Background: an optimization exercise with open tools, aiming at small area and a short achievable clock period. Do not read the settings as production practice. RTL that was checked went through simulation tests only; none was proved equivalent to the original.

==> inputs of run a <==
==> flow/design.v (excerpt) <==
module ALU(X, B, R, y, valid_in, clk);
    input [15:0] X, B;
    input clk;
    input R;
    input valid_in;
    output reg [38:0] y;
    wire v = valid_in & ~R;
    wire [15:0] bg = B & {16{v}};
    wire [38:0] yg = y & {39{~R}};
    wire [255:0] pp;
    genvar gi, gj;
    generate
        for (gi = 0; gi < 16; gi = gi + 1) begin : g_row
            for (gj = 0; gj < 16; gj = gj + 1) begin : g_col
                assign pp[gi*16+gj] = X[gi] & bg[gj];
            end
        end
    endgenerate
  wire hs0, hc0;
  ha u_ha0 (.a(pp[13]), .b(pp[28]), .s(hs0), .co(hc0));
  wire fs0, fc0;
  fa u_fa0 (.a(pp[14]), .b(pp[29]), .c(pp[44]), .s(fs0), .co(fc0));
  wire hs1, hc1;
  ha u_ha1 (.a(pp[59]), .b(pp[74]), .s(hs1), .co(hc1));
  wire fs1, fc1;
  fa u_fa1 (.a(pp[15]), .b(pp[30]), .c(pp[45]), .s(fs1), .co(fc1));
  wire fs2, fc2;
  fa u_fa2 (.a(pp[60]), .b(pp[75]), .c(pp[90]), .s(fs2), .co(fc2));
  wire hs2, hc2;
  ha u_ha2 (.a(pp[105]), .b(pp[120]), .s(hs2), .co(hc2));
  ...
Settings: LEC_CHECK=0, CAP_MARGIN=20, CORE_MARGIN=2, CORE_UTILIZATION=40, SLEW_MARGIN=20; clock period 10.0 ns.
run.sh (not shown) runs the stock make flow with config.mk's settings and CLKGATE_MAP_FILE= SYNTH_SCRIPT=/design/flow/synth_recipe.tcl, a recipe that flattens the netlist after the stock synthesis.
==> inputs of run b, as changes to run a <==
- SETUP_SLACK_MARGIN: not set -> 3
==> results.txt <==
metric                                                              run a          run b
Status                                           timing/DRC/antenna clean  timing/DRC/antenna clean
Area taken by multi-input logic gates                          8747 sq um     9440 sq um
Tcrit/Tclk final                                                   94.86%         79.68%
Final estimated routing congestion in global placement             0.8747         0.8806
Number of resized instances in the post-cts repair step                 0            187
Global-route wire length before repair                           46.69 mm       49.71 mm
Fraction of area in clock buffers and inverters                    1.345%         1.208%
Length of routed wiring on met1                                  11.84 mm       13.04 mm
Endpoint of the worst register-to-register path             y[31]$_DFF_P_  y[38]$_DFF_P_
Count of buffers added by post-CTS timing repair for setup              0             49
Skew final                                                       10.97 ps       4.969 ps
Worst Path Max Fanout                                                 101              5
Maximum single-stage delay on the critical path                    570 ps         610 ps
Global-route met1 utilization                                      27.56%         29.88%
Critical path's slowest cell                                      nor2b_4           fa_2
Sum of net half-perimeters after detailed placement              23.46 mm       23.47 mm
Via count of the routed design                                      8,485          8,931
Filler instances                                                    2,601          2,441
Total routing resource utilization after global routing            21.38%         22.86%

---

==> wip/tundra <==
Another version of the RTL of ALU (not shown whole).
==> module c_hipre, before the edit <==
module c_hipre(yh, a1, b0, b1, h1, h0);
  input [6:0] yh;
  input a1, b0, b1;
  output [6:0] h1, h0;
  wire [6:0] yinc = yh + 7'd1;
  wire [6:0] ydec = yh - 7'd1;
  wire [6:0] m = b0 ? yh : yinc;
  assign h1 = m;
  assign h0 = a1 ? m : b0 ? ydec : yh;
endmodule
==> module c_f18, before the edit <==
module c_f18(i0, i1, i2, o0);
  input i0, i1, i2;
  output o0;
  assign o0 = i0 ? i1 : i2;
endmodule
Settings: LEC_CHECK=0, CAP_MARGIN=20, CORE_MARGIN=2, CORE_UTILIZATION=40, SETUP_SLACK_MARGIN=3, SLEW_MARGIN=20, SYNTH_HIERARCHICAL=1, SYNTH_MINIMUM_KEEP_SIZE=0; clock period 10.0 ns.
standard.sh (not shown) runs the stock make flow with config.mk's settings and CLKGATE_MAP_FILE= SYNTH_SCRIPT=/design/flow/synth_recipe.tcl, a recipe that flattens the netlist after the stock synthesis.
==> flow/flow/run.sh <==
#!/bin/bash
# The standard layout, with every input and output port buffered by a
# plain buffer (buf_2) instead of the default delay-cell buffer; the
# resizer may then size these buffers like any other.
set -euo pipefail
cd "$(dirname "$0")/.."
export BUFFER_PORTS_ARGS="-buffer_cell sky130_fd_sc_hd__buf_2"
bash standard.sh > flow_standard.log 2>&1
==> wip/indigo (differences from wip/tundra) <==
--- a/flow/design.v
+++ b/flow/design.v
@@ -1947,4 +1947,4 @@
   wire [6:0] m = b0 ? yh : yinc;
-  assign h1 = m;
-  assign h0 = a1 ? m : b0 ? ydec : yh;
+  assign h1 = ~m;
+  assign h0 = ~(a1 ? m : b0 ? ydec : yh);
 endmodule
@@ -2043,3 +2043,3 @@
   output o0;
-  assign o0 = i0 ? i1 : i2;
+  assign o0 = ~(i0 ? i1 : i2);
 endmodule
--- a/flow/config.mk
+++ b/flow/config.mk
@@ -10,2 +10,3 @@
 export CORE_UTILIZATION = 40
+export PLACE_DENSITY = 0.8
 export SETUP_SLACK_MARGIN = 3
==> insert_results.sql <==
INSERT INTO impl_metrics (metric_group, metric, value, unit) VALUES
('drt', 'wl_per_cell', '17.4', 'um'),
('cells_and_area', 'fillers', '2351', ''),
('cells_and_area', 'drive_gt1_share', '28.9', '%'),
('cells_and_area', 'layout.comb_gates.multi_input', '983', ''),
('global_route', 'first_global_vias', '8166', ''),
('die', 'design.core.area', '24100', 'um2'),
('outcome', 'status', 'timing/DRC/antenna clean', ''),
('logic_synthesis', 'synth.top_cells.by_area', 'fa_1 (46%), nand2_1 (14%), dfxtp_1 (8.0%)', ''),
('logic_synthesis', 'synthMuxAreaShare', '1.31', '%'),
('cells_and_area', 'buf_share', '9.57', '%');
The numbers above come from wip/tundra.

==> insert_results.sql <==
INSERT INTO impl_metrics (metric_group, metric, value, unit) VALUES
('critical_path', 'worst-r2r-setup-slack', '7.31', 'ns'),
('outcome', 'status', 'timing/DRC/antenna clean', ''),
('logic_synthesis', 'synthMuxAreaShare', '0.826', '%'),
('worst_hold_path', 'hold_wc_startpoint', 'y[0]$_DFF_P_', ''),
('die', 'dieArea', '25500', 'um2'),
('cells_and_area', 'buf_share', '7.58', '%'),
('cells_and_area', 'seq_cell_count', '39', ''),
('logic_synthesis', 'synth.top_cells.by_area', 'fa_1 (46%), nand2_1 (14%), dfxtp_1 (8.1%)', ''),
('cells_and_area', 'fillers', '2146', ''),
('logic_synthesis', 'synth_top_family_by_area', 'adder cells', ''),
('cells_and_area', 'drive_gt1_share', '23.7', '%'),
('cells_and_area', 'layout.comb_gates.multi_input', '985', ''),
('global_route', 'first_global_vias', '8569', ''),
('timing', 'worst-slew-pin-transition', '0.756', 'ns');
The numbers above come from wip/indigo.

For wip/tundra, only the layout was checked, not whether the RTL still works.

---

==> 03-22 <==
Another version of the RTL of ALU (not shown whole).
clock: 10.0 ns
lec_check: 0
cap_margin: 20
core_margin: 2
core_utilization: 40
setup_slack_margin: 2.5
slew_margin: 20
synth_hierarchical: 1
synth_minimum_keep_size: 0
==> flow/flow/run.sh <==
#!/bin/bash
# The standard layout, with every input and output port buffered by a
# plain buffer (buf_2) instead of the default delay-cell buffer, and
# power recovery (downsizing of gates off the critical paths) after
# global routing.
set -euo pipefail
cd "$(dirname "$0")/.."
bash standard.sh "BUFFER_PORTS_ARGS=-buffer_cell sky130_fd_sc_hd__buf_2" RECOVER_POWER=100 finish > flow_standard.log 2>&1
==> inputs of 03-09, as changes to 03-22 <==
==> flow/flow/run.sh (replaced) <==
#!/bin/bash
# The standard layout, with every input and output port buffered by a
# plain buffer (buf_2) instead of the default delay-cell buffer; the
# resizer may then size these buffers like any other.
set -euo pipefail
cd "$(dirname "$0")/.."
export BUFFER_PORTS_ARGS="-buffer_cell sky130_fd_sc_hd__buf_2"
bash standard.sh > flow_standard.log 2>&1
CORE_UTILIZATION = 60   (was 40)
SETUP_SLACK_MARGIN = 3   (was 2.5)
==> inputs of 02-13, as changes to 03-22 <==
==> flow/flow/run.sh (replaced) <==
#!/bin/bash
# The standard layout, with every input and output port buffered by a
# plain buffer (buf_2) instead of the default delay-cell buffer; the
# resizer may then size these buffers like any other.
set -euo pipefail
cd "$(dirname "$0")/.."
export BUFFER_PORTS_ARGS="-buffer_cell sky130_fd_sc_hd__buf_2"
bash standard.sh > flow_standard.log 2>&1
SETUP_SLACK_MARGIN = 3.5   (was 2.5)
==> results.txt <==
- 03-22 produced a clean layout. 03-09 completed with no timing, DRC or antenna violations. 02-13 finished with timing, DRC and antenna clean.
- In 03-09 the critical path depth is higher than in 03-22, by 2.
- Core utilization, highest first: 03-09, 02-13, 03-22.
- In synthesized cell count, 03-09 and 03-22 do not differ.
- Fmax, highest first: 02-13, 03-09, 03-22.
- Routed wire length: 03-09 > 02-13 > 03-22.
- Sequential cell count is the same in 03-09 and 03-22.

---

==> trial 40 <==
Another version of the RTL of ALU (not shown whole).
clock: 10.0 ns
lec_check: 0
cap_margin: 20
core_margin: 2
core_utilization: 40
setup_slack_margin: 3.5
slew_margin: 20
synth_hierarchical: 1
synth_minimum_keep_size: 0
==> flow/flow/run.sh <==
#!/bin/bash
# The standard layout, with every input and output port buffered by a
# plain buffer (buf_2) instead of the default delay-cell buffer; the
# resizer may then size these buffers like any other.
set -euo pipefail
cd "$(dirname "$0")/.."
export BUFFER_PORTS_ARGS="-buffer_cell sky130_fd_sc_hd__buf_2"
bash standard.sh > flow_standard.log 2>&1
==> inputs of trial 48, as changes to trial 40 <==
Settings changed: SETUP_SLACK_MARGIN 3.5 to 3.
==> summary of the runs <==
- Design area is about the same in trial 40 and trial 48.
- Sequential cell count is the same in trial 40 and trial 48.
- Against trial 48, the register-to-register slack of trial 40 is lower by 70 ps.
- Trial 48 went through all stages and came out clean. Trial 40 passed the timing, design-rule and antenna checks.
- Global-route usage is about the same in trial 48 and trial 40.
- Cell count: trial 48 is larger than trial 40 (1.2%).
- In trial 40 the count of clock-buffer cells in the layout is higher than in trial 48, by 1.
- Sequential share of layout area is about the same in trial 40 and trial 48.
No run of this note included a check of the RTL's function; only the layout flow was run.

---

==> try-ember: inputs <==
ALU with an RTL version that a note above also has.
clock: 10.0 ns
lec_check: 0
cap_margin: 20
core_margin: 2
core_utilization: 40
setup_slack_margin: 3
slew_margin: 20
synth_hierarchical: 1
synth_minimum_keep_size: 0
==> flow/flow/run.sh <==
#!/bin/bash
# The standard layout, with every input and output port buffered by a
# plain buffer (buf_1) instead of the default delay-cell buffer; the
# resizer may then size these buffers like any other.
set -euo pipefail
cd "$(dirname "$0")/.."
export BUFFER_PORTS_ARGS="-buffer_cell sky130_fd_sc_hd__buf_1"
bash standard.sh > flow_standard.log 2>&1
==> inputs of try-onyx, as changes to try-ember <==
CAP_MARGIN = 5   (was 20)
PLACE_DENSITY = 0.8   (was unset)
SLEW_MARGIN = 5   (was 20)
==> summary of the runs <==
try-ember finished clean. try-onyx finished clean. In count of clock-buffer cells in the layout, try-onyx and try-ember do not differ. Of try-onyx and try-ember, try-ember has the higher core utilization (gap 0.37 points). Against try-ember, the worst setup slack of try-onyx is worse by 0.011 ns. Against try-ember, the worst hold slack of try-onyx is lower by 0.0099 ns. Between try-ember and try-onyx, the lower wire length is in try-onyx (gap 2.1%, measured against try-onyx). Between try-ember and try-onyx, the lower register-to-register slack is in try-onyx (gap 0.18 ns). Between try-ember and try-onyx, the lower design area is in try-onyx (gap about 0.8%, measured against try-onyx). Synthesized cell count is the same in try-onyx and try-ember. Of try-onyx and try-ember, try-onyx has the higher critical path depth (gap 1).

---

==> inputs of run G <==
Another version of the RTL of ALU (not shown whole).
==> flow/config.mk <==
export PLATFORM = sky130hd
export DESIGN_NAME = ALU
export DESIGN_NICKNAME = ALU
export VERILOG_FILES = /design/flow/design.v
export SDC_FILE = /design/flow/constraint.sdc
export NUM_CORES = 4
export LEC_CHECK = 0
export CAP_MARGIN = 20
export CORE_MARGIN = 2
export CORE_UTILIZATION = 40
export PLACE_DENSITY = 0.8
export SETUP_SLACK_MARGIN = 3
export SLEW_MARGIN = 20
export SYNTH_HIERARCHICAL = 1
export SYNTH_MINIMUM_KEEP_SIZE = 0
==> flow/constraint.sdc <==
create_clock -name core_clock -period 10.0 [get_ports {clk}]
set_input_delay 2.0000 -clock core_clock [delete_from_list [all_inputs] [get_ports {clk}]]
set_output_delay 2.0000 -clock core_clock [all_outputs]
set_load 0.01 [all_outputs]
Scripts as last shown in full above: flow/flow/run.sh
==> run X (differences from run G) <==
==> flow/flow/run.sh (replaced) <==
#!/bin/bash
# The standard layout, with every input and output port buffered by a
# plain buffer (buf_2) instead of the default delay-cell buffer; the
# resizer may then size these buffers like any other.
set -euo pipefail
cd "$(dirname "$0")/.."
export BUFFER_PORTS_ARGS="-buffer_cell sky130_fd_sc_hd__buf_2"
bash standard.sh > flow_standard.log 2>&1
--- a/flow/config.mk
+++ b/flow/config.mk
@@ -10,3 +10,2 @@
 export CORE_UTILIZATION = 40
-export PLACE_DENSITY = 0.8
 export SETUP_SLACK_MARGIN = 3
==> notes <==
Against run X, the non-clock buffer count of run G is higher by 10.
Against run X, the clock skew of run G is higher by 0.0026 ns.
Sequential share of layout area: run G is lower than run X (0.12 points).
Between run G and run X, the lower first-iteration DRC count is in run X (gap 57%, measured against run X).
Function was not checked in any run of this note: the RTL went through the layout flow alone.

---

==> inputs of juniper <==
Another version of the RTL of ALU (not shown whole).
==> flow/config.mk <==
export PLATFORM = sky130hd
export DESIGN_NAME = ALU
export DESIGN_NICKNAME = ALU
export VERILOG_FILES = /design/flow/design.v
export SDC_FILE = /design/flow/constraint.sdc
export NUM_CORES = 4
export LEC_CHECK = 0
export CAP_MARGIN = 20
export CORE_MARGIN = 2
export CORE_UTILIZATION = 40
export PLACE_DENSITY = 0.8
export SETUP_SLACK_MARGIN = 2.25
export SLEW_MARGIN = 20
export SYNTH_HIERARCHICAL = 1
export SYNTH_MINIMUM_KEEP_SIZE = 0
==> flow/constraint.sdc <==
create_clock -name core_clock -period 10.0 [get_ports {clk}]
set_input_delay 2.0000 -clock core_clock [delete_from_list [all_inputs] [get_ports {clk}]]
set_output_delay 2.0000 -clock core_clock [all_outputs]
set_load 0.01 [all_outputs]
==> flow/flow/run.sh <==
#!/bin/bash
# The standard layout, with every input and output port buffered by a
# plain buffer (buf_1) instead of the default delay-cell buffer; the
# resizer may then size these buffers like any other.
set -euo pipefail
cd "$(dirname "$0")/.."
export BUFFER_PORTS_ARGS="-buffer_cell sky130_fd_sc_hd__buf_1"
bash standard.sh > flow_standard.log 2>&1
==> amber (differences from juniper) <==
--- a/flow/config.mk
+++ b/flow/config.mk
@@ -10,5 +10,5 @@
 export CORE_UTILIZATION = 40
 export PLACE_DENSITY = 0.8
-export SETUP_SLACK_MARGIN = 2.25
+export SETUP_SLACK_MARGIN = 3
 export SLEW_MARGIN = 20
 export SYNTH_HIERARCHICAL = 1
==> nickel (differences from juniper) <==
--- a/flow/config.mk
+++ b/flow/config.mk
@@ -9,6 +9,7 @@
 export CORE_MARGIN = 2
 export CORE_UTILIZATION = 40
+export GPL_ROUTABILITY_DRIVEN = 0
 export PLACE_DENSITY = 0.8
-export SETUP_SLACK_MARGIN = 2.25
+export SETUP_SLACK_MARGIN = 2.75
 export SLEW_MARGIN = 20
 export SYNTH_HIERARCHICAL = 1
==> comparison table <==
                                                            nickel     juniper       amber
Run status                                 timing/DRC/antenna clean  timing/DRC/antenna clean  timing/DRC/antenna clean
GRT Resource Usage Total                                      20.0%       19.8%       20.2%
Area Growth Syn to Fin                                        13.9%       11.4%       18.0%
Area of the multi-input gates                              8900 µm²    8790 µm²    9020 µm²
Non-clock buffer instance count of the final layout             102          95         128
Grt met2 use                                                  35.0%       34.6%       35.7%
Slack of the worst reg-to-reg path                          7300 ps     6970 ps     7380 ps
Setup skew after layout                                     8.56 ps     8.76 ps     9.22 ps
Non-clock buffering overhead                                  5.39%       4.34%       7.44%
Cell total after placement                                     1448        1451        1449
Beginning of the critical path                                X[10]        X[4]           R
Wire length of the first global-routing pass                41.1 mm     40.8 mm     41.8 mm
Met1 layer usage reported by global route                     25.4%       25.0%       24.2%
Finished Layout Cells                                          1483        1476        1509
Endpoint of the most critical register-to-register path       y[38]       y[24]       y[38]
Met1 wire length                                            9.47 mm     9.53 mm     9.14 mm
Global routing usage on met3                                  2.87%       3.52%       3.96%
Finished Core Util                                            46.5%       45.5%       48.2%
Post-layout nets                                               1425        1418        1451
Number of buffers and inverters on the critical path              3           3           4
Count of fill cells added during filler insertion              2219        2275        2186

## separate check: timing with driven ports
No port has a modelled driver above. Below, the same layouts with a new extraction and two added sets of constraints.
Step 1 sets driving cells, clkbuf_16 on the clock port and buf_2 on the other inputs (assumed; they add their load-dependent delay and slew).
Step 2 times the ports against the registers' clock, not the clock port: input delays grow and output delays shrink by t, the midpoint of the rising clock arrivals with the driver on.
a / b / c = ideal ports / drivers / drivers and shift; a / b = the first two.
run	t, ns	slack for setup (ns)	worst setup path after step 2	worst slew at a driven data input, ns	pins driven straight from the clock port
run a	0.324	0.514 / 0.522 / 0.198	input to register	0.04	1
run b	0.333	2.032 / 2.023 / 1.691	input to register	0.06	1
wip/tundra	0.345	2.982 / 2.857 / 2.513	input to register	0.28	1
wip/indigo	0.346	2.927 / 2.799 / 2.453	input to register	0.29	1
03-22	0.353	1.644 / 1.670 / 1.317	input to register	0.05	1
03-09	0.320	2.748 / 2.718 / 2.398	input to register	0.06	1
02-13	0.349	2.933 / 2.932 / 2.584	input to register	0.06	1
trial 40	0.351	2.779 / 2.661 / 2.310	input to register	0.28	1
trial 48	0.354	2.865 / 2.639 / 2.285	input to register	0.30	1
try-ember	0.350	3.017 / 2.960 / 2.610	input to register	0.16	1
try-onyx	0.344	3.006 / 2.879 / 2.536	input to register	0.28	1
run G	0.357	2.932 / 2.956 / 2.598	input to register	0.22	1
run X	0.351	3.176 / 3.162 / 2.811	input to register	0.08	1
juniper	0.348	2.458 / 2.479 / 2.130	input to register	0.06	1
amber	0.341	3.019 / 2.984 / 2.644	input to register	0.11	1
nickel	0.346	2.832 / 2.846 / 2.501	input to register	0.05	1
After both steps every run listed still meets setup and hold. The setup slack of trial 48, which loses most, moves by -0.226 ns with the drivers and by -0.580 ns with both steps.
